Context: an optimization exercise on an open-source flow, tuned for small area and a short achievable clock period. The choices shown serve that exercise and are no tape-out recipe.
Where RTL was checked, it was by simulation tests only, not by an equivalence proof against the original.
Power and IR drop assume default switching activity.

// alu
module alu #(
    parameter DATA_WIDTH = 32,
    parameter INST_WIDTH = 4
)(
    input                   i_clk,
    input                   i_rst_n,
    input  [DATA_WIDTH-1:0] i_data_a,
    input  [DATA_WIDTH-1:0] i_data_b,
    input  [INST_WIDTH-1:0] i_inst,
    input                   i_valid,
    output [DATA_WIDTH-1:0] o_data,
    output                  o_overflow,
    output                  o_valid
);
Settings: LEC_CHECK=0, CAP_MARGIN=20, CORE_MARGIN=2, CORE_UTILIZATION=45, PLACE_DENSITY=0.6, SETUP_SLACK_MARGIN=5, SLEW_MARGIN=20, SYNTH_HIERARCHICAL=1, SYNTH_MINIMUM_KEEP_SIZE=0; clock period 13.0 ns.
run.sh (not shown) runs the stock make flow with config.mk's settings and CLKGATE_MAP_FILE= SYNTH_SCRIPT=/design/flow/synth_recipe.tcl, a recipe that flattens the netlist after the stock synthesis.
Edit:
==> flow/flow/run.sh (new file) <==
#!/bin/bash
# The standard ORFS layout (standard synthesis included), except that the
# port buffers are plain buffers (buf_4) rather than the delay cell that
# buffer_ports picks on its own; every port still gets its buffer.
set -uo pipefail
export BUFFER_PORTS_ARGS="-buffer_cell sky130_fd_sc_hd__buf_4"
bash standard.sh finish > flow_make.log 2>&1
status=$?
cp -r orfs/logs flow_logs 2>/dev/null || true
exit $status
==> flow/standard.sh (new file) <==
#!/bin/bash
# synth_recipe.tcl (not shown) runs the flow's synth.tcl, then flattens the netlist and writes it again
# the make line also repeats each setting of config.mk as NAME=value (left out here)
make -C /OpenROAD-flow-scripts/flow DESIGN_CONFIG=/design/flow/config.mk WORK_HOME=/design/flow/orfs CLKGATE_MAP_FILE= SYNTH_SCRIPT=/design/flow/synth_recipe.tcl "${@:-finish}"
Settings changed: SETUP_SLACK_MARGIN 5 to 4.
removed: flow/run.sh
=> Sequential cell count does not change; cell area is lower by about a fifth; synthesized area stays the same.
Edit:
==> flow/run.sh (new file) <==
#!/bin/bash
# synth_recipe.tcl (not shown) runs the flow's synth.tcl, then flattens the netlist and writes it again
# the make line also repeats each setting of config.mk as NAME=value (left out here)
make -C /OpenROAD-flow-scripts/flow DESIGN_CONFIG=/design/flow/config.mk WORK_HOME=/design/flow/orfs CLKGATE_MAP_FILE= SYNTH_SCRIPT=/design/flow/synth_recipe.tcl finish
Settings changed: SETUP_SLACK_MARGIN 4 to 3.
removed: flow/flow/run.sh
removed: flow/standard.sh
Result: Worst hold slack improved by 0.13 ns; core utilization fell by 0.74 points; via count fell by 1.8%.
Edit:
Settings changed: SETUP_SLACK_MARGIN 3 to 4.
After rerunning:
- via count is higher by 4.5%
- sequential cell count is unchanged
- count of clock-buffer cells in the layout does not change
Function was not checked in any run of this note: the RTL went through the layout flow alone.

========
## run 3
alu, a different RTL version from the one above (not shown whole).
Size in the first run: about 2,000 cells after synthesis, about 110 I/O pins, roughly 19,000 um2 of cells after synthesis.
==> flow/config.mk <==
export PLATFORM = sky130hd
export DESIGN_NAME = alu
export DESIGN_NICKNAME = alu
export VERILOG_FILES = /design/flow/design.v
export SDC_FILE = /design/flow/constraint.sdc
export NUM_CORES = 4
export LEC_CHECK = 0
export CAP_MARGIN = 20
export CORE_MARGIN = 2
export CORE_UTILIZATION = 45
export PLACE_DENSITY = 0.6
export SLEW_MARGIN = 20
export SYNTH_HIERARCHICAL = 1
export SYNTH_MINIMUM_KEEP_SIZE = 0
==> flow/constraint.sdc <==
create_clock -name core_clock -period 13.0 [get_ports {i_clk}]
set_input_delay 2.6000 -clock core_clock [delete_from_list [all_inputs] [get_ports {i_clk}]]
set_output_delay 2.6000 -clock core_clock [all_outputs]
set_load 0.01 [all_outputs]
standard.sh (not shown) runs the stock make flow with config.mk's settings and CLKGATE_MAP_FILE= SYNTH_SCRIPT=/design/flow/synth_recipe.tcl, a recipe that flattens the netlist after the stock synthesis.
==> flow/flow/run.sh <==
#!/bin/bash
# The standard ORFS layout (standard synthesis included), with two
# changes to how it is made:
#  - the port buffers are plain buffers (buf_4) rather than the delay cell
#    that buffer_ports picks on its own; every port still gets its buffer;
set -uo pipefail
MARGIN=5
export BUFFER_PORTS_ARGS="-buffer_cell sky130_fd_sc_hd__buf_4"
bash standard.sh SETUP_SLACK_MARGIN=$MARGIN finish > flow_make.log 2>&1
status=$?
cp -r orfs/logs flow_logs 2>/dev/null || true
exit $status
Here is what was changed in the inputs of run 4 compared with run 3.
diff --git a/flow/flow/run.sh b/flow/flow/run.sh
--- a/flow/flow/run.sh
+++ b/flow/flow/run.sh
@@ -6,3 +6,3 @@
 set -uo pipefail
-MARGIN=5
+MARGIN=7.5
 export BUFFER_PORTS_ARGS="-buffer_cell sky130_fd_sc_hd__buf_4"
==> comparison <==
- Going from run 3 to run 4, maximum number of pins on one net before global-route repair shrinks by 26.
- Routed wire in run 4 totals more than in run 3.
- Relative to run 3, met1 routed wirelength after detailed routing increased by about 1.7% in run 4.
- Comparing growth of design area from synthesis to finish for run 3 and run 4, the smaller number came from run 3.
- In run 4 the fraction of the cycle the final worst path needs turned out 5.0 points lower than in run 3.
- Diff run 3 -> run 4: non-clock buffer count up about 90%, global-route wire length before repair up 6.0%, clock share of power shrank by 0.4 points.

========
Another version of the RTL of alu (not shown whole).
Size in the first run: roughly 1,900 cells after synthesis, ~34 flip-flops.
clock: 13.0 ns
lec_check: 0
cap_margin: 20
core_margin: 2
core_utilization: 45
place_density: 0.6
setup_slack_margin: 5
slew_margin: 20
synth_hierarchical: 1
synth_minimum_keep_size: 0
==> flow/flow/run.sh <==
#!/bin/bash
# The standard ORFS layout (standard synthesis included), except that the
# port buffers are plain buffers (buf_4) rather than the delay cell that
# buffer_ports picks on its own; every port still gets its buffer.
set -uo pipefail
export BUFFER_PORTS_ARGS="-buffer_cell sky130_fd_sc_hd__buf_4"
bash standard.sh finish > flow_make.log 2>&1
status=$?
cp -r orfs/logs flow_logs 2>/dev/null || true
exit $status
Next try:
==> flow/flow/run.sh (replaced) <==
#!/bin/bash
# The standard ORFS layout (standard synthesis included), except that the
# port buffers are plain buffers (buf_2) rather than the delay cell that
# buffer_ports picks on its own; every port still gets its buffer.
set -uo pipefail
export BUFFER_PORTS_ARGS="-buffer_cell sky130_fd_sc_hd__buf_2"
bash standard.sh finish > flow_make.log 2>&1
status=$?
cp -r orfs/logs flow_logs 2>/dev/null || true
exit $status
SETUP_SLACK_MARGIN = 4.5   (was 5)
Effect: Utilization went down by 4.7 points. Sequential cell count does not change. Final area came out lower by about 9%. Hold slack improves by 0.13 ns. Power is lower by about 5%. Global-route usage went down by 2.2 points. Via count falls by 5.5%. Fmax falls by 3.7%. Non-clock buffer count decreases by 71. Sequential share of layout area came out higher by 0.39 points.
Next try:
==> flow/flow/run.sh (replaced) <==
#!/bin/bash
# The standard ORFS layout (standard synthesis included), except that the
# port buffers are plain buffers (buf_4) rather than the delay cell that
# buffer_ports picks on its own; every port still gets its buffer.
set -uo pipefail
export BUFFER_PORTS_ARGS="-buffer_cell sky130_fd_sc_hd__buf_4"
bash standard.sh finish > flow_make.log 2>&1
status=$?
cp -r orfs/logs flow_logs 2>/dev/null || true
exit $status
SETUP_SLACK_MARGIN = 4   (was 4.5)
Effect: Total power drops slightly; worst setup slack gets worse by 0.33 ns; utilization drops by 1.0 points; final cell count drops slightly; non-clock buffer count drops by 29; sequential power climbs by a few percent; sequential cell count is unchanged; via count stays flat; clock-buffer cell count climbs by 2; synthesized cell count is unchanged; die area is unchanged.
Next try:
SETUP_SLACK_MARGIN = 4.5   (was 4)
What happened: Wire length increases by 0.66%. Total power went up by 0.56%. Via count goes up by about 0.7%. Design area rises by 2.1%. Clock-buffer cell count is unchanged. Non-clock buffer count increases by 10. Combinational power barely changes.
Next try:
CORE_UTILIZATION = 60   (was 45)
PLACE_DENSITY = 0.75   (was 0.6)
Outcome: Fmax decreases slightly. Clock-buffer cell count falls by 2. Cell count went down by a few percent. Sequential cell count stays the same. Critical path depth fell by 3. Design area shrinks slightly. Via count is higher by a few percent. Routed wire length came out lower by a few percent. Total power came out lower by a few percent. Area after synthesis does not change. Worst setup slack degrades by 0.044 ns.

========
Another version of the RTL of alu (not shown whole).
Size: roughly 110 flip-flops, roughly 110 I/O pins, roughly 19,000 sq um of cells after synthesis.
==> flow/config.mk <==
export PLATFORM = sky130hd
export DESIGN_NAME = alu
export DESIGN_NICKNAME = alu
export VERILOG_FILES = /design/flow/design.v
export SDC_FILE = /design/flow/constraint.sdc
export NUM_CORES = 4
export LEC_CHECK = 0
export CAP_MARGIN = 20
export CORE_MARGIN = 2
export CORE_UTILIZATION = 45
export PLACE_DENSITY = 0.6
export SLEW_MARGIN = 20
export SYNTH_HIERARCHICAL = 1
export SYNTH_MINIMUM_KEEP_SIZE = 0
==> flow/constraint.sdc <==
create_clock -name core_clock -period 13.0 [get_ports {i_clk}]
set_input_delay 2.6000 -clock core_clock [delete_from_list [all_inputs] [get_ports {i_clk}]]
set_output_delay 2.6000 -clock core_clock [all_outputs]
set_load 0.01 [all_outputs]
==> flow/flow/run.sh <==
#!/bin/bash
# The standard ORFS layout (standard synthesis included), with two
# changes to how it is made:
#  - the port buffers are plain buffers (buf_2) rather than the delay cell
#    that buffer_ports picks on its own; every port still gets its buffer;
set -uo pipefail
MARGIN=7
export BUFFER_PORTS_ARGS="-buffer_cell sky130_fd_sc_hd__buf_2"
bash standard.sh SETUP_SLACK_MARGIN=$MARGIN finish > flow_make.log 2>&1
status=$?
cp -r orfs/logs flow_logs 2>/dev/null || true
exit $status
Rerun with:
==> flow/flow/run.sh (replaced) <==
#!/bin/bash
# The standard ORFS layout (standard synthesis included), with two
# changes to how it is made:
#  - the port buffers are plain buffers (buf_4) rather than the delay cell
#    that buffer_ports picks on its own; every port still gets its buffer;
set -uo pipefail
MARGIN=6.5
export BUFFER_PORTS_ARGS="-buffer_cell sky130_fd_sc_hd__buf_4"
bash standard.sh SETUP_SLACK_MARGIN=$MARGIN finish > flow_make.log 2>&1
status=$?
cp -r orfs/logs flow_logs 2>/dev/null || true
exit $status
What happened: Wire length goes down by 6.6%. Die area is unchanged. Core utilization goes down by 2.3 points.

========
alu again, from the RTL that the note above started with.
clock: 13.0 ns
lec_check: 0
cap_margin: 20
core_margin: 2
core_utilization: 45
place_density: 0.6
slew_margin: 20
synth_hierarchical: 1
synth_minimum_keep_size: 0
==> flow/flow/run.sh <==
#!/bin/bash
# The standard ORFS layout (standard synthesis included), with two
# changes to how it is made:
#  - the port buffers are plain buffers (buf_4) rather than the delay cell
#    that buffer_ports picks on its own; every port still gets its buffer;
set -uo pipefail
MARGIN=6.75
export BUFFER_PORTS_ARGS="-buffer_cell sky130_fd_sc_hd__buf_4"
bash standard.sh SETUP_SLACK_MARGIN=$MARGIN finish > flow_make.log 2>&1
status=$?
cp -r orfs/logs flow_logs 2>/dev/null || true
exit $status
The baseline went through all stages and came out clean.
Edit:
--- a/flow/flow/run.sh
+++ b/flow/flow/run.sh
@@ -5,5 +5,5 @@
 #    that buffer_ports picks on its own; every port still gets its buffer;
 set -uo pipefail
-MARGIN=6.75
+MARGIN=7
 export BUFFER_PORTS_ARGS="-buffer_cell sky130_fd_sc_hd__buf_4"
 bash standard.sh SETUP_SLACK_MARGIN=$MARGIN finish > flow_make.log 2>&1
Outcome:
- The changed run went through all stages and came out clean
- power goes up by 2.0%
- count of clock-buffer cells in the layout goes down by 3
- via count goes up by about 0.8%
- cell area goes up by about 2.7%
- wire length goes up by 0.56%
- setup slack gets better by 0.20 ns

[port drivers added, routing unchanged]
Ports are ideal in the flow. The routed layouts listed here were re-timed in OpenROAD.
Step 1 assumes that a clkbuf_16 drives the clock port and a buf_2 every other input.
Step 2 also shifts input and output timing later by t, the mid clock arrival at the registers, as if the neighbouring blocks saw the same clock.
Three values: ideal ports, drivers, drivers and shift; two values: the first two.
run | t (ns) | slack for setup (ns) | worst slew at a driven data input, ns | pins driven straight from the clock port
the first run of note 1 | 0.348 | 4.185 / 4.182 / 3.834 | 0.14 | 1
the second run of note 1 | 0.339 | 4.052 / 4.074 / 3.735 | 0.17 | 1
the third run of note 1 | 0.338 | 3.169 / 3.182 / 2.844 | 0.04 | 1
the fourth run of note 1 | 0.338 | 4.054 / 4.077 / 3.740 | 0.04 | 1
run 3 | 0.429 | 6.137 / 6.087 / 6.083 | 0.10 | 1
run 4 | 0.422 | 6.787 / 6.737 / 6.612 | 0.22 | 1
the first run of note 3 | 0.331 | 4.883 / 4.766 / 4.435 | 0.27 | 1
the second run of note 3 | 0.335 | 4.572 / 4.596 / 4.261 | 0.04 | 1
the third run of note 3 | 0.340 | 4.238 / 4.245 / 3.906 | 0.07 | 1
the fourth run of note 3 | 0.346 | 4.683 / 4.645 / 4.299 | 0.20 | 1
the fifth run of note 3 | 0.326 | 4.639 / 4.660 / 4.334 | 0.05 | 1
the first run of note 4 | 0.444 | 6.943 / 6.885 / 6.561 | 0.04 | 1
the second run of note 4 | 0.449 | 6.646 / 6.620 / 6.226 | 0.04 | 1
the first run of note 5 | 0.446 | 6.813 / 6.822 / 6.403 | 0.07 | 1
the second run of note 5 | 0.444 | 7.010 / 6.955 / 6.625 | 0.18 | 1
After both steps every run listed still meets setup and hold. The setup slack of the first run of note 3, which loses most, moves by -0.117 ns with the drivers and by -0.448 ns with both steps.
